This design comes from an exercise in tuning for small area, a short achievable clock period and few clock cycles on the open sky130 flow, not from production work.
In this exercise RTL edits were held to simulation tests only and were not proved equivalent to the original.

**flow/run.sh**
```bash
#!/bin/bash
# synth_recipe.tcl (not shown) runs the flow's synth.tcl, then flattens the netlist and writes it again
# the make line also repeats each setting of config.mk as NAME=value (left out here)
make -C /OpenROAD-flow-scripts/flow DESIGN_CONFIG=/design/flow/config.mk WORK_HOME=/design/flow/orfs CLKGATE_MAP_FILE= SYNTH_SCRIPT=/design/flow/synth_recipe.tcl finish
```
**flow/config.mk**
```make
export PLATFORM = sky130hd
export DESIGN_NAME = fft
export DESIGN_NICKNAME = fft
export VERILOG_FILES = /design/flow/design.v
export SDC_FILE = /design/flow/constraint.sdc
export NUM_CORES = 4
export LEC_CHECK = 0
export CAP_MARGIN = 10
export CORE_MARGIN = 2
export CORE_UTILIZATION = 40
export CTS_CLUSTER_DIAMETER = 80
export CTS_CLUSTER_SIZE = 32
export SETUP_SLACK_MARGIN = 5.0
export SLEW_MARGIN = 10
```
**flow/constraint.sdc**
```tcl
create_clock -name core_clock -period 8.0 [get_ports {clk}]
set_input_delay 1.6000 -clock core_clock [delete_from_list [all_inputs] [get_ports {clk}]]
set_output_delay 1.6000 -clock core_clock [all_outputs]
set_load 0.01 [all_outputs]
```
**flow/design.v**
```verilog
module cmul (
	input             clk,
	input      [15:0] x,
	input      [5:0]  idx,
	output reg [15:0] r0,
	output reg [15:0] r1,
	output reg [15:0] r2,
	output reg [15:0] i0,
	output reg [15:0] i1,
	output reg [15:0] i2
);
	reg  [7:0] xr, xi;
	reg  [3:0] wr_neg, wr_one, wr_two, wi_neg, wi_one, wi_two, wn_neg;
	reg  [3:0] wq_neg, wq_one, wq_two;
	wire [3:0] wn_one = wi_one;
	wire [3:0] wn_two = wi_two;
	wire [7:0] kr_k, ki_k;
	genvar gk;
	generate
		for (gk = 0; gk < 4; gk = gk + 1) begin : g_k
			assign kr_k[2*gk]   = wr_neg[gk] ^ wn_neg[gk];
			assign kr_k[2*gk+1] = wr_neg[gk] & wn_neg[gk];
			assign ki_k[2*gk]   = ~wq_neg[gk] ^ wi_neg[gk];
			assign ki_k[2*gk+1] = ~wq_neg[gk] & wi_neg[gk];
		end
	endgenerate
	reg  [27:0] rom;
	always @(*)
		case (idx)
			6'd0: rom = 28'b0001000110000000000000000000;    
			6'd1: rom = 28'b0001000110000011001000010000;    
			6'd2: rom = 28'b0001000010010100011000000010;    
			6'd3: rom = 28'b0001000010010110011100000001;    
			6'd4: rom = 28'b0010001110000101000101100010;    
			6'd5: rom = 28'b0011001110000100000101000001;    
			6'd6: rom = 28'b0011001010011011101101000100;    
			6'd7: rom = 28'b0010000010101000111100000111;    
			6'd8: rom = 28'b0100011110001001110100000100;    
			6'd9: rom = 28'b0101011110001011111000010100;    
			6'd10: rom = 28'b0100010010001000101000000010;    
			6'd11: rom = 28'b0110011110001001100100000000;    
			6'd12: rom = 28'b0111011010011010100100100001;    
			6'd13: rom = 28'b0101000011111100111000000010;    
			6'd14: rom = 28'b0101001011011101110100000000;    
			6'd15: rom = 28'b0001100001011111111100000000;    
			6'd16: rom = 28'b0011101001011101100001110010;    
			6'd17: rom = 28'b0000111100001101101001010010;    
			6'd18: rom = 28'b0000110100001001000011010100;    
			6'd19: rom = 28'b0010111000001011001011010100;    
			6'd20: rom = 28'b0001100100101001010010110110;    
			6'd21: rom = 28'b0000100100001001011110000110;    
			6'd22: rom = 28'b0010101000001000010010000100;    
			6'd23: rom = 28'b0101110000111010011110000101;    
			6'd24: rom = 28'b0100110100001011011110000100;    
			6'd25: rom = 28'b0111111100001010010010100100;    
			6'd26: rom = 28'b0100101101001001000010110010;    
			6'd27: rom = 28'b0001000101001000001110000011;    
			6'd28: rom = 28'b0010000101101001001110000010;    
			6'd29: rom = 28'b0001011100001001001010010010;    
			6'd30: rom = 28'b0010011000001001001010010010;    
			6'd31: rom = 28'b0001000000111000000110000001;    
			6'd32: rom = 28'b0000000000001000000110000001;    
			6'd33: rom = 28'b0011001000011000000110000001;    
			6'd34: rom = 28'b0100011000001001001010010010;    
			6'd35: rom = 28'b0110011100001001001010010010;    
			6'd36: rom = 28'b0101000101101001001110000010;    
			6'd37: rom = 28'b0100000101001000001110000011;    
			6'd38: rom = 28'b1011101101001001000010110010;    
			6'd39: rom = 28'b1000111100001010010010100100;    
			6'd40: rom = 28'b1001110100001011011110000100;    
			6'd41: rom = 28'b1011111000011010011110000101;    
			6'd42: rom = 28'b1000101000001000010010000100;    
			6'd43: rom = 28'b1001100100001001011110000110;    
			6'd44: rom = 28'b1010100100101001010010110110;    
			6'd45: rom = 28'b1100111000001011001011010100;    
			6'd46: rom = 28'b1101110100001001000011010100;    
			6'd47: rom = 28'b1111111100001101101001010010;    
			6'd48: rom = 28'b1101100001111101100001110010;    
			6'd49: rom = 28'b1101101001011111111100000000;    
			6'd50: rom = 28'b1001000011011101110100000000;    
			6'd51: rom = 28'b1011001011011100111000000010;    
			6'd52: rom = 28'b1001010010111010100100100001;    
			6'd53: rom = 28'b1001011110001001100100000000;    
			6'd54: rom = 28'b1000010010001000101000000010;    
			6'd55: rom = 28'b1010011110001011111000010100;    
			6'd56: rom = 28'b1011011110001001110100000100;    
			6'd57: rom = 28'b1010010010101000111100000111;    
			6'd58: rom = 28'b1001000010111011101101000100;    
			6'd59: rom = 28'b1000001110000100000101000001;    
			6'd60: rom = 28'b1001001110000101000101100010;    
			6'd61: rom = 28'b1001001010010110011100000001;    
			6'd62: rom = 28'b1001001010010100011000000010;    
			6'd63: rom = 28'b1000000110000011001000010000;    
			default: rom = 28'd0;
		endcase
	always @(posedge clk) begin
		xr <= x[15:8];
		xi <= x[7:0];
		{wr_neg, wr_one, wr_two, wi_neg, wi_one, wi_two, wn_neg} <= rom;
		{wq_neg, wq_one, wq_two} <= ~rom[27:16];
	end
	wire t1 = ((wr_one[0] & xr[0]) ^ wr_neg[0]);
	wire t2 = (((wr_one[0] & xr[1]) | (wr_two[0] & xr[0])) ^ wr_neg[0]);
	wire t3 = (((wr_one[0] & xr[2]) | (wr_two[0] & xr[1])) ^ wr_neg[0]);
	wire t4 = (((wr_one[0] & xr[3]) | (wr_two[0] & xr[2])) ^ wr_neg[0]);
	wire t5 = (((wr_one[0] & xr[4]) | (wr_two[0] & xr[3])) ^ wr_neg[0]);
	wire t6 = (((wr_one[0] & xr[5]) | (wr_two[0] & xr[4])) ^ wr_neg[0]);
	wire t7 = (((wr_one[0] & xr[6]) | (wr_two[0] & xr[5])) ^ wr_neg[0]);
	wire t8 = (((wr_one[0] & xr[7]) | (wr_two[0] & xr[6])) ^ wr_neg[0]);
	wire t9 = ~(((wr_one[0] & xr[7]) | (wr_two[0] & xr[7])) ^ wr_neg[0]);
	wire t10 = ((wr_one[1] & xr[0]) ^ wr_neg[1]);
	wire t11 = (((wr_one[1] & xr[1]) | (wr_two[1] & xr[0])) ^ wr_neg[1]);
	wire t12 = (((wr_one[1] & xr[2]) | (wr_two[1] & xr[1])) ^ wr_neg[1]);
	wire t13 = (((wr_one[1] & xr[3]) | (wr_two[1] & xr[2])) ^ wr_neg[1]);
	wire t14 = (((wr_one[1] & xr[4]) | (wr_two[1] & xr[3])) ^ wr_neg[1]);
	wire t15 = (((wr_one[1] & xr[5]) | (wr_two[1] & xr[4])) ^ wr_neg[1]);
	wire t16 = (((wr_one[1] & xr[6]) | (wr_two[1] & xr[5])) ^ wr_neg[1]);
	wire t17 = (((wr_one[1] & xr[7]) | (wr_two[1] & xr[6])) ^ wr_neg[1]);
	wire t18 = ~(((wr_one[1] & xr[7]) | (wr_two[1] & xr[7])) ^ wr_neg[1]);
	wire t19 = ((wr_one[2] & xr[0]) ^ wr_neg[2]);
	wire t20 = (((wr_one[2] & xr[1]) | (wr_two[2] & xr[0])) ^ wr_neg[2]);
	wire t21 = (((wr_one[2] & xr[2]) | (wr_two[2] & xr[1])) ^ wr_neg[2]);
	wire t22 = (((wr_one[2] & xr[3]) | (wr_two[2] & xr[2])) ^ wr_neg[2]);
	wire t23 = (((wr_one[2] & xr[4]) | (wr_two[2] & xr[3])) ^ wr_neg[2]);
	wire t24 = (((wr_one[2] & xr[5]) | (wr_two[2] & xr[4])) ^ wr_neg[2]);
	wire t25 = (((wr_one[2] & xr[6]) | (wr_two[2] & xr[5])) ^ wr_neg[2]);
	wire t26 = (((wr_one[2] & xr[7]) | (wr_two[2] & xr[6])) ^ wr_neg[2]);
	wire t27 = ~(((wr_one[2] & xr[7]) | (wr_two[2] & xr[7])) ^ wr_neg[2]);
	wire t28 = ((wr_one[3] & xr[0]) ^ wr_neg[3]);
	wire t29 = (((wr_one[3] & xr[1]) | (wr_two[3] & xr[0])) ^ wr_neg[3]);
	wire t30 = (((wr_one[3] & xr[2]) | (wr_two[3] & xr[1])) ^ wr_neg[3]);
	wire t31 = (((wr_one[3] & xr[3]) | (wr_two[3] & xr[2])) ^ wr_neg[3]);
	wire t32 = (((wr_one[3] & xr[4]) | (wr_two[3] & xr[3])) ^ wr_neg[3]);
	wire t33 = (((wr_one[3] & xr[5]) | (wr_two[3] & xr[4])) ^ wr_neg[3]);
	wire t34 = (((wr_one[3] & xr[6]) | (wr_two[3] & xr[5])) ^ wr_neg[3]);
	wire t35 = (((wr_one[3] & xr[7]) | (wr_two[3] & xr[6])) ^ wr_neg[3]);
	wire t36 = ~(((wr_one[3] & xr[7]) | (wr_two[3] & xr[7])) ^ wr_neg[3]);
	wire t37 = ((wn_one[0] & xi[0]) ^ wn_neg[0]);
	wire t38 = (((wn_one[0] & xi[1]) | (wn_two[0] & xi[0])) ^ wn_neg[0]);
	wire t39 = (((wn_one[0] & xi[2]) | (wn_two[0] & xi[1])) ^ wn_neg[0]);
	wire t40 = (((wn_one[0] & xi[3]) | (wn_two[0] & xi[2])) ^ wn_neg[0]);
	wire t41 = (((wn_one[0] & xi[4]) | (wn_two[0] & xi[3])) ^ wn_neg[0]);
	wire t42 = (((wn_one[0] & xi[5]) | (wn_two[0] & xi[4])) ^ wn_neg[0]);
	wire t43 = (((wn_one[0] & xi[6]) | (wn_two[0] & xi[5])) ^ wn_neg[0]);
	wire t44 = (((wn_one[0] & xi[7]) | (wn_two[0] & xi[6])) ^ wn_neg[0]);
	wire t45 = ~(((wn_one[0] & xi[7]) | (wn_two[0] & xi[7])) ^ wn_neg[0]);
	wire t46 = ((wn_one[1] & xi[0]) ^ wn_neg[1]);
	wire t47 = (((wn_one[1] & xi[1]) | (wn_two[1] & xi[0])) ^ wn_neg[1]);
	wire t48 = (((wn_one[1] & xi[2]) | (wn_two[1] & xi[1])) ^ wn_neg[1]);
	wire t49 = (((wn_one[1] & xi[3]) | (wn_two[1] & xi[2])) ^ wn_neg[1]);
	wire t50 = (((wn_one[1] & xi[4]) | (wn_two[1] & xi[3])) ^ wn_neg[1]);
	wire t51 = (((wn_one[1] & xi[5]) | (wn_two[1] & xi[4])) ^ wn_neg[1]);
	wire t52 = (((wn_one[1] & xi[6]) | (wn_two[1] & xi[5])) ^ wn_neg[1]);
	wire t53 = (((wn_one[1] & xi[7]) | (wn_two[1] & xi[6])) ^ wn_neg[1]);
	wire t54 = ~(((wn_one[1] & xi[7]) | (wn_two[1] & xi[7])) ^ wn_neg[1]);
	wire t55 = ((wn_one[2] & xi[0]) ^ wn_neg[2]);
	wire t56 = (((wn_one[2] & xi[1]) | (wn_two[2] & xi[0])) ^ wn_neg[2]);
	wire t57 = (((wn_one[2] & xi[2]) | (wn_two[2] & xi[1])) ^ wn_neg[2]);
	wire t58 = (((wn_one[2] & xi[3]) | (wn_two[2] & xi[2])) ^ wn_neg[2]);
	wire t59 = (((wn_one[2] & xi[4]) | (wn_two[2] & xi[3])) ^ wn_neg[2]);
	wire t60 = (((wn_one[2] & xi[5]) | (wn_two[2] & xi[4])) ^ wn_neg[2]);
	wire t61 = (((wn_one[2] & xi[6]) | (wn_two[2] & xi[5])) ^ wn_neg[2]);
	wire t62 = (((wn_one[2] & xi[7]) | (wn_two[2] & xi[6])) ^ wn_neg[2]);
	wire t63 = ~(((wn_one[2] & xi[7]) | (wn_two[2] & xi[7])) ^ wn_neg[2]);
	wire t64 = ((wn_one[3] & xi[0]) ^ wn_neg[3]);
	wire t65 = (((wn_one[3] & xi[1]) | (wn_two[3] & xi[0])) ^ wn_neg[3]);
	wire t66 = (((wn_one[3] & xi[2]) | (wn_two[3] & xi[1])) ^ wn_neg[3]);
	wire t67 = (((wn_one[3] & xi[3]) | (wn_two[3] & xi[2])) ^ wn_neg[3]);
	wire t68 = (((wn_one[3] & xi[4]) | (wn_two[3] & xi[3])) ^ wn_neg[3]);
	wire t69 = (((wn_one[3] & xi[5]) | (wn_two[3] & xi[4])) ^ wn_neg[3]);
	wire t70 = (((wn_one[3] & xi[6]) | (wn_two[3] & xi[5])) ^ wn_neg[3]);
	wire t71 = (((wn_one[3] & xi[7]) | (wn_two[3] & xi[6])) ^ wn_neg[3]);
	wire t72 = ~(((wn_one[3] & xi[7]) | (wn_two[3] & xi[7])) ^ wn_neg[3]);
	wire t73 = t5 ^ t12;
	wire t74 = t5 & t12;
	wire t75 = t6 ^ t13 ^ t20;
	wire t76 = (t6 & t13) | (t6 & t20) | (t13 & t20);
	wire t77 = t7 ^ t14 ^ t21;
	wire t78 = (t7 & t14) | (t7 & t21) | (t14 & t21);
	wire t79 = t28 ^ t43 ^ t50;
	wire t80 = (t28 & t43) | (t28 & t50) | (t43 & t50);
	wire t81 = t8 ^ t15 ^ t22;
	wire t82 = (t8 & t15) | (t8 & t22) | (t15 & t22);
	wire t83 = t29 ^ t44 ^ t51;
	wire t84 = (t29 & t44) | (t29 & t51) | (t44 & t51);
	wire t85 = t58 ^ t65;
	wire t86 = t58 & t65;
	wire t87 = t9 ^ t16 ^ t23;
	wire t88 = (t9 & t16) | (t9 & t23) | (t16 & t23);
	wire t89 = t30 ^ t45 ^ t52;
	wire t90 = (t30 & t45) | (t30 & t52) | (t45 & t52);
	wire t91 = t59 ^ t66;
	wire t92 = t59 & t66;
	wire t93 = t17 ^ t24 ^ t31;
	wire t94 = (t17 & t24) | (t17 & t31) | (t24 & t31);
	wire t95 = t53 ^ t60 ^ t67;
	wire t96 = (t53 & t60) | (t53 & t67) | (t60 & t67);
	wire t97 = t18 ^ t25 ^ t32;
	wire t98 = (t18 & t25) | (t18 & t32) | (t25 & t32);
	wire t99 = t54 ^ t61;
	wire t100 = t54 & t61;
	wire t101 = t3 ^ t10;
	wire t102 = t3 & t10;
	wire t103 = t4 ^ t11 ^ t40;
	wire t104 = (t4 & t11) | (t4 & t40) | (t11 & t40);
	wire t105 = t73 ^ t19 ^ t41;
	wire t106 = (t73 & t19) | (t73 & t41) | (t19 & t41);
	wire t107 = t48 ^ t55;
	wire t108 = t48 & t55;
	wire t109 = t75 ^ t42 ^ t49;
	wire t110 = (t75 & t42) | (t75 & t49) | (t42 & t49);
	wire t111 = t56 ^ kr_k[5] ^ t74;
	wire t112 = (t56 & kr_k[5]) | (t56 & t74) | (kr_k[5] & t74);
	wire t113 = t77 ^ t79 ^ t57;
	wire t114 = (t77 & t79) | (t77 & t57) | (t79 & t57);
	wire t115 = t64 ^ kr_k[6] ^ t76;
	wire t116 = (t64 & kr_k[6]) | (t64 & t76) | (kr_k[6] & t76);
	wire t117 = t81 ^ t83 ^ t85;
	wire t118 = (t81 & t83) | (t81 & t85) | (t83 & t85);
	wire t119 = kr_k[7] ^ t78 ^ t80;
	wire t120 = (kr_k[7] & t78) | (kr_k[7] & t80) | (t78 & t80);
	wire t121 = t87 ^ t89 ^ t91;
	wire t122 = (t87 & t89) | (t87 & t91) | (t89 & t91);
	wire t123 = t82 ^ t84 ^ t86;
	wire t124 = (t82 & t84) | (t82 & t86) | (t84 & t86);
	wire t125 = t93 ^ t95 ^ 1'b1;
	wire t126 = (t93 & t95) | (t93 & 1'b1) | (t95 & 1'b1);
	wire t127 = t88 ^ t90 ^ t92;
	wire t128 = (t88 & t90) | (t88 & t92) | (t90 & t92);
	wire t129 = t97 ^ t99 ^ t68;
	wire t130 = (t97 & t99) | (t97 & t68) | (t99 & t68);
	wire t131 = 1'b1 ^ t94 ^ t96;
	wire t132 = (1'b1 & t94) | (1'b1 & t96) | (t94 & t96);
	wire t133 = t26 ^ t33 ^ t62;
	wire t134 = (t26 & t33) | (t26 & t62) | (t33 & t62);
	wire t135 = t69 ^ t98 ^ t100;
	wire t136 = (t69 & t98) | (t69 & t100) | (t98 & t100);
	wire t137 = t27 ^ t34 ^ t63;
	wire t138 = (t27 & t34) | (t27 & t63) | (t34 & t63);
	wire t139 = t70 ^ 1'b1;
	wire t140 = t70 & 1'b1;
	wire t141 = t101 ^ t39;
	wire t142 = t101 & t39;
	wire t143 = t103 ^ t47 ^ kr_k[3];
	wire t144 = (t103 & t47) | (t103 & kr_k[3]) | (t47 & kr_k[3]);
	wire t145 = t105 ^ t107 ^ kr_k[4];
	wire t146 = (t105 & t107) | (t105 & kr_k[4]) | (t107 & kr_k[4]);
	wire t147 = t109 ^ t111 ^ t106;
	wire t148 = (t109 & t111) | (t109 & t106) | (t111 & t106);
	wire t149 = t113 ^ t115 ^ t110;
	wire t150 = (t113 & t115) | (t113 & t110) | (t115 & t110);
	wire t151 = t117 ^ t119 ^ t114;
	wire t152 = (t117 & t119) | (t117 & t114) | (t119 & t114);
	wire t153 = t121 ^ t123 ^ t118;
	wire t154 = (t121 & t123) | (t121 & t118) | (t123 & t118);
	wire t155 = t125 ^ t127 ^ t122;
	wire t156 = (t125 & t127) | (t125 & t122) | (t127 & t122);
	wire t157 = t129 ^ t131 ^ t126;
	wire t158 = (t129 & t131) | (t129 & t126) | (t131 & t126);
	wire t159 = t133 ^ t135 ^ t130;
	wire t160 = (t133 & t135) | (t133 & t130) | (t135 & t130);
	wire t161 = t137 ^ t139 ^ t134;
	wire t162 = (t137 & t139) | (t137 & t134) | (t139 & t134);
	wire t163 = t35 ^ t71 ^ t138;
	wire t164 = (t35 & t71) | (t35 & t138) | (t71 & t138);
	wire t165 = t36 ^ t72;
	wire t166 = t36 & t72;
	wire t167 = ((~wq_one[0] & xi[0]) ^ ~wq_neg[0]);
	wire t168 = (((~wq_one[0] & xi[1]) | (~wq_two[0] & xi[0])) ^ ~wq_neg[0]);
	wire t169 = (((~wq_one[0] & xi[2]) | (~wq_two[0] & xi[1])) ^ ~wq_neg[0]);
	wire t170 = (((~wq_one[0] & xi[3]) | (~wq_two[0] & xi[2])) ^ ~wq_neg[0]);
	wire t171 = (((~wq_one[0] & xi[4]) | (~wq_two[0] & xi[3])) ^ ~wq_neg[0]);
	wire t172 = (((~wq_one[0] & xi[5]) | (~wq_two[0] & xi[4])) ^ ~wq_neg[0]);
	wire t173 = (((~wq_one[0] & xi[6]) | (~wq_two[0] & xi[5])) ^ ~wq_neg[0]);
	wire t174 = (((~wq_one[0] & xi[7]) | (~wq_two[0] & xi[6])) ^ ~wq_neg[0]);
	wire t175 = ~(((~wq_one[0] & xi[7]) | (~wq_two[0] & xi[7])) ^ ~wq_neg[0]);
	wire t176 = ((~wq_one[1] & xi[0]) ^ ~wq_neg[1]);
	wire t177 = (((~wq_one[1] & xi[1]) | (~wq_two[1] & xi[0])) ^ ~wq_neg[1]);
	wire t178 = (((~wq_one[1] & xi[2]) | (~wq_two[1] & xi[1])) ^ ~wq_neg[1]);
	wire t179 = (((~wq_one[1] & xi[3]) | (~wq_two[1] & xi[2])) ^ ~wq_neg[1]);
	wire t180 = (((~wq_one[1] & xi[4]) | (~wq_two[1] & xi[3])) ^ ~wq_neg[1]);
	wire t181 = (((~wq_one[1] & xi[5]) | (~wq_two[1] & xi[4])) ^ ~wq_neg[1]);
	wire t182 = (((~wq_one[1] & xi[6]) | (~wq_two[1] & xi[5])) ^ ~wq_neg[1]);
	wire t183 = (((~wq_one[1] & xi[7]) | (~wq_two[1] & xi[6])) ^ ~wq_neg[1]);
	wire t184 = ~(((~wq_one[1] & xi[7]) | (~wq_two[1] & xi[7])) ^ ~wq_neg[1]);
	wire t185 = ((~wq_one[2] & xi[0]) ^ ~wq_neg[2]);
	wire t186 = (((~wq_one[2] & xi[1]) | (~wq_two[2] & xi[0])) ^ ~wq_neg[2]);
	wire t187 = (((~wq_one[2] & xi[2]) | (~wq_two[2] & xi[1])) ^ ~wq_neg[2]);
	wire t188 = (((~wq_one[2] & xi[3]) | (~wq_two[2] & xi[2])) ^ ~wq_neg[2]);
	wire t189 = (((~wq_one[2] & xi[4]) | (~wq_two[2] & xi[3])) ^ ~wq_neg[2]);
	wire t190 = (((~wq_one[2] & xi[5]) | (~wq_two[2] & xi[4])) ^ ~wq_neg[2]);
	wire t191 = (((~wq_one[2] & xi[6]) | (~wq_two[2] & xi[5])) ^ ~wq_neg[2]);
	wire t192 = (((~wq_one[2] & xi[7]) | (~wq_two[2] & xi[6])) ^ ~wq_neg[2]);
	wire t193 = ~(((~wq_one[2] & xi[7]) | (~wq_two[2] & xi[7])) ^ ~wq_neg[2]);
	wire t194 = ((~wq_one[3] & xi[0]) ^ ~wq_neg[3]);
	wire t195 = (((~wq_one[3] & xi[1]) | (~wq_two[3] & xi[0])) ^ ~wq_neg[3]);
	wire t196 = (((~wq_one[3] & xi[2]) | (~wq_two[3] & xi[1])) ^ ~wq_neg[3]);
	wire t197 = (((~wq_one[3] & xi[3]) | (~wq_two[3] & xi[2])) ^ ~wq_neg[3]);
	wire t198 = (((~wq_one[3] & xi[4]) | (~wq_two[3] & xi[3])) ^ ~wq_neg[3]);
	wire t199 = (((~wq_one[3] & xi[5]) | (~wq_two[3] & xi[4])) ^ ~wq_neg[3]);
	wire t200 = (((~wq_one[3] & xi[6]) | (~wq_two[3] & xi[5])) ^ ~wq_neg[3]);
	wire t201 = (((~wq_one[3] & xi[7]) | (~wq_two[3] & xi[6])) ^ ~wq_neg[3]);
	wire t202 = ~(((~wq_one[3] & xi[7]) | (~wq_two[3] & xi[7])) ^ ~wq_neg[3]);
	wire t203 = ((wi_one[0] & xr[0]) ^ wi_neg[0]);
	wire t204 = (((wi_one[0] & xr[1]) | (wi_two[0] & xr[0])) ^ wi_neg[0]);
	wire t205 = (((wi_one[0] & xr[2]) | (wi_two[0] & xr[1])) ^ wi_neg[0]);
	wire t206 = (((wi_one[0] & xr[3]) | (wi_two[0] & xr[2])) ^ wi_neg[0]);
	wire t207 = (((wi_one[0] & xr[4]) | (wi_two[0] & xr[3])) ^ wi_neg[0]);
	wire t208 = (((wi_one[0] & xr[5]) | (wi_two[0] & xr[4])) ^ wi_neg[0]);
	wire t209 = (((wi_one[0] & xr[6]) | (wi_two[0] & xr[5])) ^ wi_neg[0]);
	wire t210 = (((wi_one[0] & xr[7]) | (wi_two[0] & xr[6])) ^ wi_neg[0]);
	wire t211 = ~(((wi_one[0] & xr[7]) | (wi_two[0] & xr[7])) ^ wi_neg[0]);
	wire t212 = ((wi_one[1] & xr[0]) ^ wi_neg[1]);
	wire t213 = (((wi_one[1] & xr[1]) | (wi_two[1] & xr[0])) ^ wi_neg[1]);
	wire t214 = (((wi_one[1] & xr[2]) | (wi_two[1] & xr[1])) ^ wi_neg[1]);
	wire t215 = (((wi_one[1] & xr[3]) | (wi_two[1] & xr[2])) ^ wi_neg[1]);
	wire t216 = (((wi_one[1] & xr[4]) | (wi_two[1] & xr[3])) ^ wi_neg[1]);
	wire t217 = (((wi_one[1] & xr[5]) | (wi_two[1] & xr[4])) ^ wi_neg[1]);
	wire t218 = (((wi_one[1] & xr[6]) | (wi_two[1] & xr[5])) ^ wi_neg[1]);
	wire t219 = (((wi_one[1] & xr[7]) | (wi_two[1] & xr[6])) ^ wi_neg[1]);
	wire t220 = ~(((wi_one[1] & xr[7]) | (wi_two[1] & xr[7])) ^ wi_neg[1]);
	wire t221 = ((wi_one[2] & xr[0]) ^ wi_neg[2]);
	wire t222 = (((wi_one[2] & xr[1]) | (wi_two[2] & xr[0])) ^ wi_neg[2]);
	wire t223 = (((wi_one[2] & xr[2]) | (wi_two[2] & xr[1])) ^ wi_neg[2]);
	wire t224 = (((wi_one[2] & xr[3]) | (wi_two[2] & xr[2])) ^ wi_neg[2]);
	wire t225 = (((wi_one[2] & xr[4]) | (wi_two[2] & xr[3])) ^ wi_neg[2]);
	wire t226 = (((wi_one[2] & xr[5]) | (wi_two[2] & xr[4])) ^ wi_neg[2]);
	wire t227 = (((wi_one[2] & xr[6]) | (wi_two[2] & xr[5])) ^ wi_neg[2]);
	wire t228 = (((wi_one[2] & xr[7]) | (wi_two[2] & xr[6])) ^ wi_neg[2]);
	wire t229 = ~(((wi_one[2] & xr[7]) | (wi_two[2] & xr[7])) ^ wi_neg[2]);
	wire t230 = ((wi_one[3] & xr[0]) ^ wi_neg[3]);
	wire t231 = (((wi_one[3] & xr[1]) | (wi_two[3] & xr[0])) ^ wi_neg[3]);
	wire t232 = (((wi_one[3] & xr[2]) | (wi_two[3] & xr[1])) ^ wi_neg[3]);
	wire t233 = (((wi_one[3] & xr[3]) | (wi_two[3] & xr[2])) ^ wi_neg[3]);
	wire t234 = (((wi_one[3] & xr[4]) | (wi_two[3] & xr[3])) ^ wi_neg[3]);
	wire t235 = (((wi_one[3] & xr[5]) | (wi_two[3] & xr[4])) ^ wi_neg[3]);
	wire t236 = (((wi_one[3] & xr[6]) | (wi_two[3] & xr[5])) ^ wi_neg[3]);
	wire t237 = (((wi_one[3] & xr[7]) | (wi_two[3] & xr[6])) ^ wi_neg[3]);
	wire t238 = ~(((wi_one[3] & xr[7]) | (wi_two[3] & xr[7])) ^ wi_neg[3]);
	wire t239 = t171 ^ t178;
	wire t240 = t171 & t178;
	wire t241 = t172 ^ t179 ^ t186;
	wire t242 = (t172 & t179) | (t172 & t186) | (t179 & t186);
	wire t243 = t173 ^ t180 ^ t187;
	wire t244 = (t173 & t180) | (t173 & t187) | (t180 & t187);
	wire t245 = t194 ^ t209 ^ t216;
	wire t246 = (t194 & t209) | (t194 & t216) | (t209 & t216);
	wire t247 = t174 ^ t181 ^ t188;
	wire t248 = (t174 & t181) | (t174 & t188) | (t181 & t188);
	wire t249 = t195 ^ t210 ^ t217;
	wire t250 = (t195 & t210) | (t195 & t217) | (t210 & t217);
	wire t251 = t224 ^ t231;
	wire t252 = t224 & t231;
	wire t253 = t175 ^ t182 ^ t189;
	wire t254 = (t175 & t182) | (t175 & t189) | (t182 & t189);
	wire t255 = t196 ^ t211 ^ t218;
	wire t256 = (t196 & t211) | (t196 & t218) | (t211 & t218);
	wire t257 = t225 ^ t232;
	wire t258 = t225 & t232;
	wire t259 = t183 ^ t190 ^ t197;
	wire t260 = (t183 & t190) | (t183 & t197) | (t190 & t197);
	wire t261 = t219 ^ t226 ^ t233;
	wire t262 = (t219 & t226) | (t219 & t233) | (t226 & t233);
	wire t263 = t184 ^ t191 ^ t198;
	wire t264 = (t184 & t191) | (t184 & t198) | (t191 & t198);
	wire t265 = t220 ^ t227;
	wire t266 = t220 & t227;
	wire t267 = t169 ^ t176;
	wire t268 = t169 & t176;
	wire t269 = t170 ^ t177 ^ t206;
	wire t270 = (t170 & t177) | (t170 & t206) | (t177 & t206);
	wire t271 = t239 ^ t185 ^ t207;
	wire t272 = (t239 & t185) | (t239 & t207) | (t185 & t207);
	wire t273 = t214 ^ t221;
	wire t274 = t214 & t221;
	wire t275 = t241 ^ t208 ^ t215;
	wire t276 = (t241 & t208) | (t241 & t215) | (t208 & t215);
	wire t277 = t222 ^ ki_k[5] ^ t240;
	wire t278 = (t222 & ki_k[5]) | (t222 & t240) | (ki_k[5] & t240);
	wire t279 = t243 ^ t245 ^ t223;
	wire t280 = (t243 & t245) | (t243 & t223) | (t245 & t223);
	wire t281 = t230 ^ ki_k[6] ^ t242;
	wire t282 = (t230 & ki_k[6]) | (t230 & t242) | (ki_k[6] & t242);
	wire t283 = t247 ^ t249 ^ t251;
	wire t284 = (t247 & t249) | (t247 & t251) | (t249 & t251);
	wire t285 = ki_k[7] ^ t244 ^ t246;
	wire t286 = (ki_k[7] & t244) | (ki_k[7] & t246) | (t244 & t246);
	wire t287 = t253 ^ t255 ^ t257;
	wire t288 = (t253 & t255) | (t253 & t257) | (t255 & t257);
	wire t289 = t248 ^ t250 ^ t252;
	wire t290 = (t248 & t250) | (t248 & t252) | (t250 & t252);
	wire t291 = t259 ^ t261 ^ 1'b1;
	wire t292 = (t259 & t261) | (t259 & 1'b1) | (t261 & 1'b1);
	wire t293 = t254 ^ t256 ^ t258;
	wire t294 = (t254 & t256) | (t254 & t258) | (t256 & t258);
	wire t295 = t263 ^ t265 ^ t234;
	wire t296 = (t263 & t265) | (t263 & t234) | (t265 & t234);
	wire t297 = 1'b1 ^ t260 ^ t262;
	wire t298 = (1'b1 & t260) | (1'b1 & t262) | (t260 & t262);
	wire t299 = t192 ^ t199 ^ t228;
	wire t300 = (t192 & t199) | (t192 & t228) | (t199 & t228);
	wire t301 = t235 ^ t264 ^ t266;
	wire t302 = (t235 & t264) | (t235 & t266) | (t264 & t266);
	wire t303 = t193 ^ t200 ^ t229;
	wire t304 = (t193 & t200) | (t193 & t229) | (t200 & t229);
	wire t305 = t236 ^ 1'b1;
	wire t306 = t236 & 1'b1;
	wire t307 = t267 ^ t205;
	wire t308 = t267 & t205;
	wire t309 = t269 ^ t213 ^ ki_k[3];
	wire t310 = (t269 & t213) | (t269 & ki_k[3]) | (t213 & ki_k[3]);
	wire t311 = t271 ^ t273 ^ ki_k[4];
	wire t312 = (t271 & t273) | (t271 & ki_k[4]) | (t273 & ki_k[4]);
	wire t313 = t275 ^ t277 ^ t272;
	wire t314 = (t275 & t277) | (t275 & t272) | (t277 & t272);
	wire t315 = t279 ^ t281 ^ t276;
	wire t316 = (t279 & t281) | (t279 & t276) | (t281 & t276);
	wire t317 = t283 ^ t285 ^ t280;
	wire t318 = (t283 & t285) | (t283 & t280) | (t285 & t280);
	wire t319 = t287 ^ t289 ^ t284;
	wire t320 = (t287 & t289) | (t287 & t284) | (t289 & t284);
	wire t321 = t291 ^ t293 ^ t288;
	wire t322 = (t291 & t293) | (t291 & t288) | (t293 & t288);
	wire t323 = t295 ^ t297 ^ t292;
	wire t324 = (t295 & t297) | (t295 & t292) | (t297 & t292);
	wire t325 = t299 ^ t301 ^ t296;
	wire t326 = (t299 & t301) | (t299 & t296) | (t301 & t296);
	wire t327 = t303 ^ t305 ^ t300;
	wire t328 = (t303 & t305) | (t303 & t300) | (t305 & t300);
	wire t329 = t201 ^ t237 ^ t304;
	wire t330 = (t201 & t237) | (t201 & t304) | (t237 & t304);
	wire t331 = t202 ^ t238;
	wire t332 = t202 & t238;
	always @(posedge clk) begin
		r0 <= {t166, t165, t163, t161, t159, t157, t155, t153, t151, t149, t147, t145, t143, t141, t2, t1};
		r1 <= {1'b0, 1'b1, t140, t136, t132, t128, t124, t120, t116, t112, t108, t104, t102, t46, t38, t37};
		r2 <= {1'b0, t164, t162, t160, t158, t156, t154, t152, t150, t148, t146, t144, t142, kr_k[2], kr_k[1], kr_k[0]};
		i0 <= {t332, t331, t329, t327, t325, t323, t321, t319, t317, t315, t313, t311, t309, t307, t168, t167};
		i1 <= {1'b0, 1'b1, t306, t302, t298, t294, t290, t286, t282, t278, t274, t270, t268, t212, t204, t203};
		i2 <= {1'b0, t330, t328, t326, t324, t322, t320, t318, t316, t314, t312, t310, t308, ki_k[2], ki_k[1], ki_k[0]};
	end
endmodule
module butterfly_ra2 #(parameter S = 3) (
	input             clk,
	input             inj,
	input             osel,
	input      [15:0] r0,
	input      [15:0] r1,
	input      [15:0] r2,
	input      [15:0] i0,
	input      [15:0] i1,
	input      [15:0] i2,
	input      [15:0] xin,
	output     [15:0] xout
);
	localparam D = 1 << S;
	localparam L = D + 3;
	reg  [16*L-1:0] sr;                  
	reg  [8:0]      r9, i9;
	wire [15:0] rs = r0 ^ r1 ^ r2;
	wire [15:0] rc = {((r0 & r1) | (r0 & r2) | (r1 & r2)), 1'b0};
	wire [15:0] is = i0 ^ i1 ^ i2;
	wire [15:0] ic = {((i0 & i1) | (i0 & i2) | (i1 & i2)), 1'b0};
	wire [15:0] rel = rs + rc;
	wire [15:0] img = is + ic;
	wire [15:0] x1 = sr[16*L-1 -: 16];
	wire [8:0]  p = {x1[15], x1[15:8]} + r9;
	wire [8:0]  u = {x1[15], x1[15:8]} - r9;
	wire [8:0]  q = {x1[7], x1[7:0]} + i9;
	wire [8:0]  v = {x1[7], x1[7:0]} - i9;
	integer k;
	always @(posedge clk) begin
		r9 <= rel[15:7];
		i9 <= img[15:7];
		sr[15:0] <= xin;
		for (k = 1; k < L; k = k + 1)
			sr[16*k +: 16] <= (k == 3 && inj) ? {u[8:1], v[8:1]} : sr[16*(k-1) +: 16];
	end
	assign xout = osel ? x1 : {p[8:1], q[8:1]};
endmodule
module bf_s0 (
	input             clk,
	input             inj,
	input             osel,
	input      [7:0]  xin,
	input      [8:0]  r9,
	output     [7:0]  xout
);
	reg  [7:0] r0, r1;           
	reg  [7:0] ar, br;           
	wire [8:0] p = {r0[7], r0} + r9;
	wire [8:0] u = {r0[7], r0} - r9;
	always @(posedge clk) begin
		r0 <= xin;
		r1 <= inj ? br : r0;
		ar <= p[8:1];
		br <= u[8:1];
	end
	assign xout = osel ? r1 : ar;
endmodule
module bf_s1 (
	input             clk,
	input             lo,
	input             inj,
	input             osel,
	input      [7:0]  xin,
	output     [15:0] xout
);
	function automatic [8:0] mul127(input [7:0] x);
		begin
			if (x == 8'h80)
				mul127 = 9'h181;                     
			else if (!x[7] && x != 8'd0)
				mul127 = {1'b0, x} - 9'd1;           
			else
				mul127 = {x[7], x};                  
		end
	endfunction
	function automatic [8:0] mul127n(input [7:0] x);
		begin
			if (x[7])
				mul127n = 9'd0 - {x[7], x} - 9'd1;   
			else
				mul127n = 9'd0 - {1'b0, x};          
		end
	endfunction
	reg  [7:0]  r0, r1;
	reg  [15:0] r2, r3;
	reg  [8:0]  r9r, i9r;
	reg  [15:0] ar, br;
	wire [7:0] x1 = r2[15:8];    
	wire [8:0] p = {x1[7], x1} + r9r;
	wire [8:0] u = {x1[7], x1} - r9r;
	wire [8:0] v = 9'd0 - i9r;
	always @(posedge clk) begin
		r0 <= xin;
		r1 <= r0;
		r2 <= inj ? br : {r1, 8'd0};
		r3 <= r2;
		r9r <= lo ? 9'd0 : mul127(xin);
		i9r <= lo ? mul127n(xin) : 9'd0;
		ar <= {p[8:1], i9r[8:1]};
		br <= {u[8:1], v[8:1]};
	end
	assign xout = osel ? r3 : ar;
endmodule
module cmul2 (
	input             clk,
	input      [15:0] x,
	input      [1:0]  lo,
	output reg [15:0] r0,
	output reg [15:0] r1,
	output     [15:0] r2,
	output reg [15:0] i0,
	output reg [15:0] i1,
	output     [15:0] i2
);
	reg  [9:0] ra, ib;           
	reg  [1:0] lr;
	wire [9:0] xr10 = {{2{x[15]}}, x[15:8]};
	wire [9:0] xi10 = {{2{x[7]}}, x[7:0]};
	wire [9:0] s = xr10 + xi10;
	wire [9:0] d = xi10 - xr10;
	reg  [9:0] ra_n, ib_n;
	always @(*)
		case (lo)
			2'd0: begin ra_n = xr10; ib_n = xi10; end
			2'd1: begin ra_n = s;    ib_n = d;    end
			2'd2: begin ra_n = xi10; ib_n = xr10; end
			default: begin ra_n = d; ib_n = s;    end
		endcase
	wire [15:0] a = {{6{ra[9]}}, ra};
	wire [15:0] b = {{6{ib[9]}}, ib};
	wire        k90 = lr[0];
	wire [15:0] ra1 = k90 ? a << 6 : a << 7;
	wire [15:0] ra2 = k90 ? a << 4 : ~a;
	wire [15:0] ra3 = k90 ? a << 3 : 16'd0;
	wire [15:0] ra4 = k90 ? a << 1 : 16'd0;
	reg  [15:0] ib1, ib2, ib3, ib4;
	always @(*)
		case (lr)
			2'd0: begin ib1 = b << 7;    ib2 = ~b;     ib3 = 16'd0;  ib4 = 16'd0;      end
			2'd1: begin ib1 = b << 6;    ib2 = b << 4; ib3 = b << 3; ib4 = b << 1;     end
			2'd2: begin ib1 = ~(b << 7); ib2 = b;      ib3 = 16'd0;  ib4 = 16'd0;      end
			default: begin ib1 = ~(b << 7); ib2 = b << 5; ib3 = b << 3; ib4 = ~(b << 1); end
		endcase
	wire [15:0] rs1 = ra1 ^ ra2 ^ ra3;
	wire [15:0] rc1 = {((ra1 & ra2) | (ra1 & ra3) | (ra2 & ra3)), ~k90};
	wire [15:0] is1 = ib1 ^ ib2 ^ ib3;
	wire [15:0] ic1 = {((ib1 & ib2) | (ib1 & ib3) | (ib2 & ib3)), lr != 2'd1};
	always @(posedge clk) begin
		ra <= ra_n;
		ib <= ib_n;
		lr <= lo;
		r0 <= rs1 ^ rc1 ^ ra4;
		r1 <= {((rs1 & rc1) | (rs1 & ra4) | (rc1 & ra4)), 1'b0};
		i0 <= is1 ^ ic1 ^ ib4;
		i1 <= {((is1 & ic1) | (is1 & ib4) | (ic1 & ib4)), lr == 2'd3};
	end
	assign r2 = 16'd0;
	assign i2 = 16'd0;
endmodule
module ram128 (
	input             clk,
	input             modeA,
	input             modeB,
	input             modeC,
	input             bypA,
	input             bypB,
	input             bypC,
	input      [7:0]  din,           
	output     [7:0]  dout,          
	input             inj,
	input             osel,
	input      [15:0] r0,            
	input      [15:0] r1,
	input      [15:0] r2,
	input      [15:0] i0,            
	input      [15:0] i1,
	input      [15:0] i2,
	input      [15:0] xin,
	output     [15:0] xout
);
	localparam D = 64;
	localparam L = D + 3;
	reg  [8*L-1:0] re;               
	reg  [8*L-1:0] im;
	wire [7:0] a_last = re[8*62 +: 8];
	wire [7:0] b_last = im[8*39 +: 8];
	wire [7:0] c_last = im[8*51 +: 8];
	wire [7:0] s_a = bypA ? din : a_last;
	wire [7:0] s_b = bypB ? s_a : b_last;
	assign dout = bypC ? s_b : c_last;
	reg  [8:0]  r9, i9;
	wire [15:0] rs = r0 ^ r1 ^ r2;
	wire [15:0] rc = {((r0 & r1) | (r0 & r2) | (r1 & r2)), 1'b0};
	wire [15:0] is = i0 ^ i1 ^ i2;
	wire [15:0] ic = {((i0 & i1) | (i0 & i2) | (i1 & i2)), 1'b0};
	wire [15:0] rel = rs + rc;
	wire [15:0] img = is + ic;
	wire [7:0] x1r = re[8*L-1 -: 8];
	wire [7:0] x1i = im[8*L-1 -: 8];
	wire [8:0] p = {x1r[7], x1r} + r9;
	wire [8:0] u = {x1r[7], x1r} - r9;
	wire [8:0] q = {x1i[7], x1i} + i9;
	wire [8:0] v = {x1i[7], x1i} - i9;
	integer k;
	always @(posedge clk) begin
		re[7:0] <= modeA ? (bypA ? a_last : din) : xin[15:8];
		im[7:0] <= xin[7:0];
		for (k = 1; k < L; k = k + 1) begin
			if (k == 3 && inj) begin
				re[8*k +: 8] <= u[8:1];
				im[8*k +: 8] <= v[8:1];
			end else begin
				re[8*k +: 8] <= re[8*(k-1) +: 8];
				if (k == 10 && modeB)
					im[8*k +: 8] <= bypB ? b_last : s_a;
				else if (k == 40 && modeC)
					im[8*k +: 8] <= bypC ? c_last : s_b;
				else
					im[8*k +: 8] <= im[8*(k-1) +: 8];
			end
		end
	end
	always @(posedge clk) begin
		r9 <= rel[15:7];
		i9 <= img[15:7];
	end
	assign xout = osel ? {x1r, x1i} : {p[8:1], q[8:1]};
endmodule
module wnp (
	input      [5:0]  address,
	output reg [15:0] q
);
	always @(*)
		case (address)
      6'd0: q = 16'h7f00;
      6'd1: q = 16'h7ffa;
      6'd2: q = 16'h7ef4;
      6'd3: q = 16'h7eed;
      6'd4: q = 16'h7de7;
      6'd5: q = 16'h7be1;
      6'd6: q = 16'h7adb;
      6'd7: q = 16'h78d5;
      6'd8: q = 16'h75cf;
      6'd9: q = 16'h73ca;
      6'd10: q = 16'h70c4;
      6'd11: q = 16'h6dbf;
      6'd12: q = 16'h6ab9;
      6'd13: q = 16'h66b4;
      6'd14: q = 16'h62af;
      6'd15: q = 16'h5eab;
      6'd16: q = 16'h5aa6;
      6'd17: q = 16'h55a2;
      6'd18: q = 16'h519e;
      6'd19: q = 16'h4c9a;
      6'd20: q = 16'h4796;
      6'd21: q = 16'h4193;
      6'd22: q = 16'h3c90;
      6'd23: q = 16'h368d;
      6'd24: q = 16'h318b;
      6'd25: q = 16'h2b88;
      6'd26: q = 16'h2586;
      6'd27: q = 16'h1f85;
      6'd28: q = 16'h1983;
      6'd29: q = 16'h1382;
      6'd30: q = 16'h0c82;
      6'd31: q = 16'h0681;
      6'd32: q = 16'h0081;
      6'd33: q = 16'hfa81;
      6'd34: q = 16'hf482;
      6'd35: q = 16'hed82;
      6'd36: q = 16'he783;
      6'd37: q = 16'he185;
      6'd38: q = 16'hdb86;
      6'd39: q = 16'hd588;
      6'd40: q = 16'hcf8b;
      6'd41: q = 16'hca8d;
      6'd42: q = 16'hc490;
      6'd43: q = 16'hbf93;
      6'd44: q = 16'hb996;
      6'd45: q = 16'hb49a;
      6'd46: q = 16'haf9e;
      6'd47: q = 16'haba2;
      6'd48: q = 16'ha6a6;
      6'd49: q = 16'ha2ab;
      6'd50: q = 16'h9eaf;
      6'd51: q = 16'h9ab4;
      6'd52: q = 16'h96b9;
      6'd53: q = 16'h93bf;
      6'd54: q = 16'h90c4;
      6'd55: q = 16'h8dca;
      6'd56: q = 16'h8bcf;
      6'd57: q = 16'h88d5;
      6'd58: q = 16'h86db;
      6'd59: q = 16'h85e1;
      6'd60: q = 16'h83e7;
      6'd61: q = 16'h82ed;
      6'd62: q = 16'h82f4;
      6'd63: q = 16'h81fa;
			default: q = 16'h0000;
		endcase
endmodule
module fft(
	rst_n,
	clk,
	data1,
	fft_go,
	fft_done,
	fft_res
);
	input rst_n;
	input clk;
	input signed [7:0] data1;
	input fft_go;
	output reg fft_done;
	output reg [15:0] fft_res;
	localparam [8:0] OUT0 = 9'd255;              
	localparam [8:0] LAST = OUT0 + 9'd127;       
	reg        run;
	reg  [8:0] cnt;
	always @(posedge clk or negedge rst_n)
		if (!rst_n) begin
			run <= 1'b0;
			cnt <= 9'd0;
		end else if (fft_go) begin
			run <= 1'b1;
			cnt <= 9'd1;
		end else if (run) begin
			cnt <= cnt + 9'd1;
			if (cnt == LAST)
				run <= 1'b0;
		end
	always @(posedge clk)
		fft_done <= run & ~fft_go & (cnt >= OUT0 - 9'd1) & (cnt <= LAST - 9'd1);
	reg  bypA, bypB, bypC, modeA, modeB, modeC;
	reg  inj0, osel0, lo1, inj1, osel1, inj2, osel2;
	reg  [1:0] lo2;
	reg  inj3, osel3, inj4, osel4, inj5, osel5, inj6, osel6, sel6;
	reg  [5:0] tw3, tw4, tw5, tw6;
	wire [6:0] c7 = cnt[6:0];
	wire [6:0] pA = c7 - 7'd2;       
	wire [6:0] pB = c7 - 7'd65;
	wire [6:0] pC = c7 - 7'd95;
	wire [6:0] j0 = c7 - 7'd109, q0 = c7 - 7'd110;      
	wire [6:0] p1 = c7 - 7'd110, j1 = c7 - 7'd112, q1 = c7 - 7'd114;
	wire [6:0] p2 = c7 - 7'd114, j2 = c7 - 7'd117, q2 = c7 - 7'd121;
	wire [6:0] p3 = c7 - 7'd121, j3 = c7 - 7'd124, q3 = c7 - 7'd132;
	wire [6:0] p4 = c7 - 7'd132, j4 = c7 - 7'd135, q4 = c7 - 7'd151;
	wire [6:0] p5 = c7 - 7'd151, j5 = c7 - 7'd154, q5 = c7 - 7'd186;
	wire [6:0] p6 = c7 - 7'd186, j6 = c7 - 7'd189, q6 = c7 - 7'd253;
	always @(posedge clk) begin
		bypA <= pA[6] & ~pA[0];
		bypB <= pB[5] & ~pB[1];
		bypC <= pC[4] & ~pC[2];
		modeA <= cnt <= 9'd129;
		modeB <= cnt <= 9'd192;
		modeC <= cnt <= 9'd222;
		inj0 <= j0[0];  osel0 <= q0[0];
		lo1 <= p1[0];   inj1 <= j1[1];  osel1 <= q1[1];
		lo2 <= p2[1:0]; inj2 <= j2[2];  osel2 <= q2[2];
		tw3 <= {p3[2:0], 3'd0}; inj3 <= j3[3]; osel3 <= q3[3];
		tw4 <= {p4[3:0], 2'd0}; inj4 <= j4[4]; osel4 <= q4[4];
		tw5 <= {p5[4:0], 1'd0}; inj5 <= j5[5]; osel5 <= q5[5];
		tw6 <= p6[5:0];
		inj6 <= j6[6] & (cnt >= 9'd250);
		osel6 <= q6[6];
		sel6 <= cnt >= 9'd249;
	end
	function automatic [8:0] mul127(input [7:0] x);
		begin
			if (x == 8'h80)
				mul127 = 9'h181;                     
			else if (!x[7] && x != 8'd0)
				mul127 = {1'b0, x} - 9'd1;           
			else
				mul127 = {x[7], x};                  
		end
	endfunction
	reg  [7:0] sc;
	reg  [8:0] sc9;                  
	wire [7:0] sc_n;
	always @(posedge clk) begin
		sc <= sc_n;
		sc9 <= mul127(sc_n);
	end
	wire [7:0]  s_0;
	wire [15:0] s_1, s_2, s_3, s_4, s_5, s_6;
	wire [15:0] r0a, r1a, r2a, i0a, i1a, i2a, r0b, r1b, r2b, i0b, i1b, i2b;
	wire [15:0] r0c, r1c, r2c, i0c, i1c, i2c;
	wire [15:0] r02, r12, r22, i02, i12, i22;
	bf_s0 st0(.clk(clk), .inj(inj0), .osel(osel0), .xin(sc), .r9(sc9), .xout(s_0));
	bf_s1 st1(.clk(clk), .lo(lo1), .inj(inj1), .osel(osel1), .xin(s_0), .xout(s_1));
	cmul2 mul2(.clk(clk), .x(s_1), .lo(lo2), .r0(r02), .r1(r12), .r2(r22), .i0(i02), .i1(i12), .i2(i22));
	butterfly_ra2 #(.S(2)) st2(.clk(clk), .inj(inj2), .osel(osel2), .r0(r02), .r1(r12), .r2(r22), .i0(i02), .i1(i12), .i2(i22), .xin(s_1), .xout(s_2));
	cmul mula(.clk(clk), .x(sel6 ? s_5 : s_2), .idx(sel6 ? tw6 : tw3), .r0(r0a), .r1(r1a), .r2(r2a), .i0(i0a), .i1(i1a), .i2(i2a));
	cmul mulb(.clk(clk), .x(s_3), .idx(tw4), .r0(r0b), .r1(r1b), .r2(r2b), .i0(i0b), .i1(i1b), .i2(i2b));
	cmul mulc(.clk(clk), .x(s_4), .idx(tw5), .r0(r0c), .r1(r1c), .r2(r2c), .i0(i0c), .i1(i1c), .i2(i2c));
	butterfly_ra2 #(.S(3)) st3(.clk(clk), .inj(inj3), .osel(osel3), .r0(r0a), .r1(r1a), .r2(r2a), .i0(i0a), .i1(i1a), .i2(i2a), .xin(s_2), .xout(s_3));
	butterfly_ra2 #(.S(4)) st4(.clk(clk), .inj(inj4), .osel(osel4), .r0(r0b), .r1(r1b), .r2(r2b), .i0(i0b), .i1(i1b), .i2(i2b), .xin(s_3), .xout(s_4));
	butterfly_ra2 #(.S(5)) st5(.clk(clk), .inj(inj5), .osel(osel5), .r0(r0c), .r1(r1c), .r2(r2c), .i0(i0c), .i1(i1c), .i2(i2c), .xin(s_4), .xout(s_5));
	ram128 st6(.clk(clk), .modeA(modeA), .modeB(modeB), .modeC(modeC),
		.bypA(bypA), .bypB(bypB), .bypC(bypC), .din(data1), .dout(sc_n),
		.inj(inj6), .osel(osel6), .r0(r0a), .r1(r1a), .r2(r2a), .i0(i0a), .i1(i1a), .i2(i2a), .xin(s_5), .xout(s_6));
	always @(posedge clk)
		fft_res <= s_6;
endmodule
```
==> impl_metrics.json, run 1 <==
{
  "avgSynthCellArea_um2": 12.23,
  "rows": 182,
  "dieHeight_um": 500.6,
  "layout_setup_ws_ns": 5.052,
  "setup_tns_ns": 0,
  "fin_area_mm2": 0.1069,
  "min_period_ns": 2.948,
  "first_iter_violations": 3708,
  "min_period_over_period_pct": 36.85,
  "place_area_mm2": 0.1019,
  "cp-endpoint": "fft_done",
  "postLayoutCoreUtil_pct": 43.55,
  "worst_pin_slew_ns": 1.214,
  "reg2reg_slack_ns": 5.11,
  "synth.yosys.seq_area_share_pct": 61.55,
  "max-cap-violations": 0,
  "r2r_end": "mulb.i0[7]",
  "cts_sinks": 3030,
  "status": "timing/DRC/antenna clean",
  "fin_hold_ws_ns": 0.3159,
  "io_pins": 28,
  "vias": 53220,
  "clk_pin_slew_ns": 0.11,
  "worstSetupStartpoint": "fft_done",
  "via_per_inst": 4.741,
  "dp_slack_ns": 3.871,
  "cp_top_family": "flip-flops",
  "post-dp-hpwl_mm": 140.1,
  "finalNetCount": 8746,
  "grt_overflow_total": 0,
  "root_buffer": "clkbuf_16",
  "grt_max_degree": 60,
  "finalWirelength_mm": 195.5,
  "grt_use_total_pct": 15.37,
  "hold_buffers": 0,
  "core_area_mm2": 0.2455,
  "initial_core_util_pct": 40.18,
  "path_buf_inv": 1,
  "die_w_um": 500.6,
  "clock.fmax_ghz": 0.3392,
  "cts_buffer_depth": 3,
  "numCtsBuffers": 136,
  "synth.distinct_cells": 91,
  "timing.rr.start": "st4.sr[5]",
  "hp-class": "reg -> reg",
  "wl_per_cell_um": 17.41,
  "path_depth": 1,
  "grt_first_pass_wirelength_mm": 302.6,
  "final_cells": 11230,
  "start_kind": "register",
  "drt-pass1-iter-count": 6,
  "insertion_delay_ns": 0.82,
  "critPathRequiredTime_ns": 6.40,
  "grt_pass1_vias": 52310,
  "dp_cells": 10990,
  "postSynthCellCount": 8062,
  "crit_path_end_kind": "primary output",
  "synth-edff-count": 0,
  "final_antenna_net_count": 0,
  "antenna_found_initial": 13,
  "path_cells": "buf_6",
  "fillCellCount": 22420,
  "reg2reg_depth": 8,
  "die-area_mm2": 0.2506,
  "drc": 0,
  "rsz0062_at_grt": "yes",
  "async_reset_ff_share_pct": 0.3300,
  "synth-seq-cells": 3030,
  "crit_arrival_ns": 1.35,
  "slew_headroom_pct": 19.07,
  "multi_input_area_mm2": 0.03427,
  "cp_max_fo": 1,
  "setup_viol": 0,
  "crit_path_max_incr_delay_ns": 0.42,
  "critPathKind": "reg -> out",
  "cts_tree": "yes",
  "netlist_area_mm2": 0.09863,
  "fin_skew_ns": 0.04472,
  "io_buffers": 27,
  "syn_to_final_growth_pct": 8.399,
  "routabilityCongestion": 0.8598,
  "ys_warn_count": 20,
  "crit_path_top_delay_cell": "dfxtp_4",
  "ff_latch_area_mm2": 0.06083,
  "finalHoldViolations": 0,
  "synth_top_flop_cell": "dfxtp_1",
  "ctsHtreeMaxLevel": 4,
  "drv_slew": 0,
  "drive_above_1_share_pct": 6.729
}
worst min-delay path by stage:
stage                           endpoint  slack (ns)    startpoint  depth (start not counted)
after floorplan           mulb.wi_neg[0]        0.31  mulb.rom[12]                          0
after global placement       st6.im[176]        0.31   st6.im[168]                          0
after detailed placement     st6.re[349]        0.31   st6.re[341]                          0
after CTS                    st5.sr[258]        0.32   st5.sr[242]                          0
after global routing         st5.sr[258]        0.31   st5.sr[242]                          0
final                        st5.sr[305]        0.32   st5.sr[289]                          0
layout make-up:
cell class	count	area share (%)
sequential	3030	56.90
inverter	665	2.357
multi-input combinational	4007	32.05
antenna	10	0.02341
timing repair buffer	82	0.6741
tap	3220	3.768
clock buffer	141	3.221
clock inverter	70	1.002
repair_timing:
action,in CTS,in global routing
pin swaps,9,13
resized for setup,169,52
setup endpoints to repair,162,113
cloned,0,2
hold endpoints to repair,0,0
buffers inserted,5,12
state kept, by name, summed over array words and instances, names as in the netlist, 16 cells and up:
name and cells:
st5.sr 560, st6.im 536, st6.re 536, st4.sr 304
st3.sr 176, st2.sr 112, mulc.rom 27, mulb.rom 25
fft_res 16, mul2.i0 16, mul2.i1 16, mula.i0 16
mula.r0 16, mulb.i0 16, mulb.r0 16, mulc.i0 16
mulc.r0 16, st1.ar 16, st1.br 16, st1.r2 16
st1.r3 16
cells by family after synthesis:
logic type | after synthesis | synth area share, %
xor+xnor | 641 | 5.692
other cells | 2 | 0.007615
mux | 178 | 2.026
compound gates | 1363 | 8.973
buf+inv | 1026 | 3.930
fa+ha+maj | 819 | 13.07
flops | 3030 | 61.55
simple gates | 1003 | 4.745
synth_stat cells, drive strengths merged (38+ instances only):
cell    number  share of area, %
dfxtp     3020                61
nand3       52              0.26
o22ai       93              0.59
o211ai      48              0.37
nor3        64              0.32
nor2       308               1.2
inv        653               2.5
a21oi      289               1.5
o21ai      311               1.6
xnor2      458               4.1
xor2       183               1.6
ha         459               5.8
nand2      320               1.2
nor2b       64              0.41
a22oi      235               1.8
clkbuf     327               1.2
o21bai      51              0.39
a21o        62              0.47
o21a        38              0.29
mux2       100               1.1
mux2i       71              0.72
fa         354               7.2
layer usage:
layer,wire length [um],up-vias,global-route usage [%]
li1,-,26040,-
met1,94700,25740,22.18
met2,86090,1179,23.83
met3,9533,256,2.318
met4,5159,0,4.442
met5,0,-,0
cell usage in the layout (no fill, tap or decap), types with 93 or more instances in the layout:
cell / count
dfxtp_1: 2949
inv_1: 647
xnor2_1: 455
ha_1: 454
fa_1: 354
nand2_1: 319
nor2_1: 307
o21ai_0: 304
a21oi_1: 279
a22oi_1: 235
xor2_1: 183
clkbuf_16: 139
mux2_2: 98
o22ai_1: 93
Testbench counts, summed over its fixed seeds: cycles 18,384.
==> run 2: changes to the inputs <==
--- a/flow/config.mk
+++ b/flow/config.mk
@@ -7,8 +7,8 @@
 export LEC_CHECK = 0
-export CAP_MARGIN = 10
+export CAP_MARGIN = 20
 export CORE_MARGIN = 2
-export CORE_UTILIZATION = 40
-export CTS_CLUSTER_DIAMETER = 80
+export CORE_UTILIZATION = 42
+export CTS_CLUSTER_DIAMETER = 90
 export CTS_CLUSTER_SIZE = 32
 export SETUP_SLACK_MARGIN = 5.0
-export SLEW_MARGIN = 10
+export SLEW_MARGIN = 20
==> impl_metrics.json, run 2 <==
{
  "status": "timing/DRC/antenna clean",
  "io_pins": 28,
  "antenna_found_initial": 18,
  "syn_to_final_growth_pct": 8.288,
  "setup_viol": 0,
  "finalNetCount": 8752,
  "rows": 177,
  "finalWirelength_mm": 197.2,
  "drc": 0,
  "min_period_ns": 2.975,
  "path_depth": 1,
  "wl_per_cell_um": 17.72,
  "core_area_mm2": 0.2330,
  "start_kind": "register",
  "crit_path_end_kind": "primary output",
  "fin_hold_ws_ns": 0.3089,
  "regMostFlops": "st5.sr",
  "worst_pin_slew_ns": 0.9877,
  "drt-pass1-iter-count": 5,
  "async_reset_ff_share_pct": 0.3300,
  "dp_cells": 10900,
  "synth_top_flop_cell": "dfxtp_1",
  "layout_setup_ws_ns": 5.025,
  "reg2reg_slack_ns": 5.10,
  "via_per_inst": 4.783,
  "layout_common_cells": "dfxtp_1, inv_1, xnor2_1",
  "initial_core_util_pct": 42.33,
  "root_buffer": "clkbuf_16",
  "synth.distinct_cells": 91,
  "postLayoutCoreUtil_pct": 45.84,
  "insertion_delay_ns": 0.85,
  "io_buffers": 27,
  "synth_top_area_cell": "dfxtp_1",
  "hp-class": "reg -> reg",
  "fin_area_mm2": 0.1068,
  "clk_pin_slew_ns": 0.11,
  "first_iter_violations": 3532,
  "multi_input_area_mm2": 0.03428,
  "critPathRequiredTime_ns": 6.40,
  "hold_buffers": 0,
  "yosysMostFrequentCell": "dfxtp_1",
  "setup_tns_ns": 0,
  "fillCellCount": 21080,
  "clock.fmax_ghz": 0.3361,
  "mostFrequentLayoutCell": "dfxtp_1",
  "synth-seq-cells": 3030,
  "crit_arrival_ns": 1.38,
  "cts_tree": "yes",
  "min_period_over_period_pct": 37.19,
  "synth-edff-count": 0,
  "dieHeight_um": 488.6,
  "ys_warn_count": 20,
  "finalHoldViolations": 0,
  "max-cap-violations": 0,
  "grt_first_pass_wirelength_mm": 306.9,
  "ctsHtreeMaxLevel": 4,
  "die_w_um": 488.6,
  "place_area_mm2": 0.1018,
  "grt_pass1_vias": 52900,
  "crit_path_top_delay_cell": "dfxtp_4",
  "grt_max_degree": 50,
  "holdPathStages": 0,
  "numCtsBuffers": 130,
  "dp_slack_ns": 4.180,
  "largest_reg_flops": 560,
  "path_buf_inv": 1,
  "path_cells": "buf_6",
  "synth.yosys.seq_area_share_pct": 61.55,
  "avgSynthCellArea_um2": 12.23,
  "critPathKind": "reg -> out",
  "crit_path_max_incr_delay_ns": 0.42,
  "netlist_area_mm2": 0.09863,
  "cp_max_fo": 1,
  "vias": 53210,
  "grt_overflow_total": 0,
  "ff_latch_area_mm2": 0.06086,
  "cp_top_family": "flip-flops",
  "yosys-top-cells-area": "dfxtp_1, fa_1, ha_1",
  "synthTopCellsByCount": "dfxtp_1, inv_1, ha_1",
  "drive_above_1_share_pct": 6.759,
  "routabilityCongestion": 0.8501,
  "rsz0062_at_grt": "yes",
  "grt_use_total_pct": 16.51,
  "fin_skew_ns": 0.03481,
  "final_antenna_net_count": 0,
  "cts_buffer_depth": 3,
  "final_cells": 11130,
  "die-area_mm2": 0.2387,
  "cts_sinks": 3030,
  "drv_slew": 0,
  "reg2reg_depth": 10,
  "postSynthCellCount": 8062,
  "post-dp-hpwl_mm": 141.5,
  "slew_headroom_pct": 33.46,
  "synth_top_area_share_pct": 61.30,
  "reg_top3": "st5.sr x560, st6.im x536, st6.re x536"
}
run 2: cell counts after synthesis:
No cell type changed its count.
run 2: worst paths after layout:
| kind | startpoint | endpoint |
|---|---|---|
| max in group asynchronous | rst_n | cnt[1] |
| min reg2reg | st6.im[32] | st6.im[40] |
| max | fft_res[15] | fft_res[15] |
| min in group asynchronous | rst_n | cnt[6] |
| min | st6.im[32] | st6.im[40] |
| max reg2reg | st3.i9[0] | st4.sr[7] |
run 2: layout make-up:
| type | instances | area share [%] |
|---|---|---|
| flip-flops and latches | 3030 | 56.98 |
| multi-input cells | 4007 | 32.10 |
| well taps | 3132 | 3.669 |
| clock buffers | 139 | 3.164 |
| inverters | 665 | 2.374 |
| clock inverters | 54 | 0.9044 |
| repair buffers | 93 | 0.7920 |
| diodes | 4 | 0.009372 |
| repair inverters | 1 | 0.004686 |
run 2: kinds of logic (layout without fill, tap and decap cells):
group / count (synthesis) / in the layout / share of synthesized area [%]
DFF: 3030 / 3030 / 61.55
AOI/OAI and AO/OA: 1363 / 1363 / 8.973
buffers and inverters: 1026 / 952 / 3.930
and+or+nand+nor: 1003 / 1003 / 4.745
adders and majority gates: 819 / 819 / 13.07
xor gates and xnor gates: 641 / 641 / 5.692
muxes: 178 / 178 / 2.026
other: 2 / 7 / 0.007615
run 2: layer usage:
layer,track usage (%),routed length (um)
met5,0,20
met4,5.052,5585
met3,2.226,8206
met2,25.51,86320
met1,23.96,97040
run 2: what timing repair did:
action	4_1_cts	5_1_grt
cloned	1	2
gates resized for setup	163	72
buffers inserted	4	19
endpoints found under the hold margin	0	0
setup endpoints to repair	176	108
pin swaps	4	18

## port drivers added, routing unchanged
No port has a modelled driver above. Below, the same layouts with a new extraction and two added sets of constraints. Step 1 (the two cells are an assumption about what drives the block):
set clk [get_ports {clk}]
set_driving_cell -lib_cell sky130_fd_sc_hd__clkbuf_16 $clk
set_driving_cell -lib_cell sky130_fd_sc_hd__buf_2 [delete_from_list [all_inputs] $clk]
Step 2 adds t to the input delays and takes it off the output delays; t is the mean of the earliest and latest rising clock arrival at the registers after step 1. Input paths then give back, and output paths get back, about the clock's delay inside the block. Slacks: ideal / step 1 / step 2; pairs: ideal / step 1.
run | shift t [ns] | slack for setup (ns) | clock arrival spread, ns | worst slew at a driven data input, ns
run 1 | 0.887 | 5.052 / 4.968 / 4.230 | 0.045 / 0.045 | 0.17
run 2 | 0.913 | 5.025 / 4.938 / 4.200 | 0.040 / 0.041 | 0.15
After both steps setup and hold are still met in every run listed. The setup slack of run 2, which loses most, moves by -0.087 ns with the drivers and by -0.825 ns with both steps.
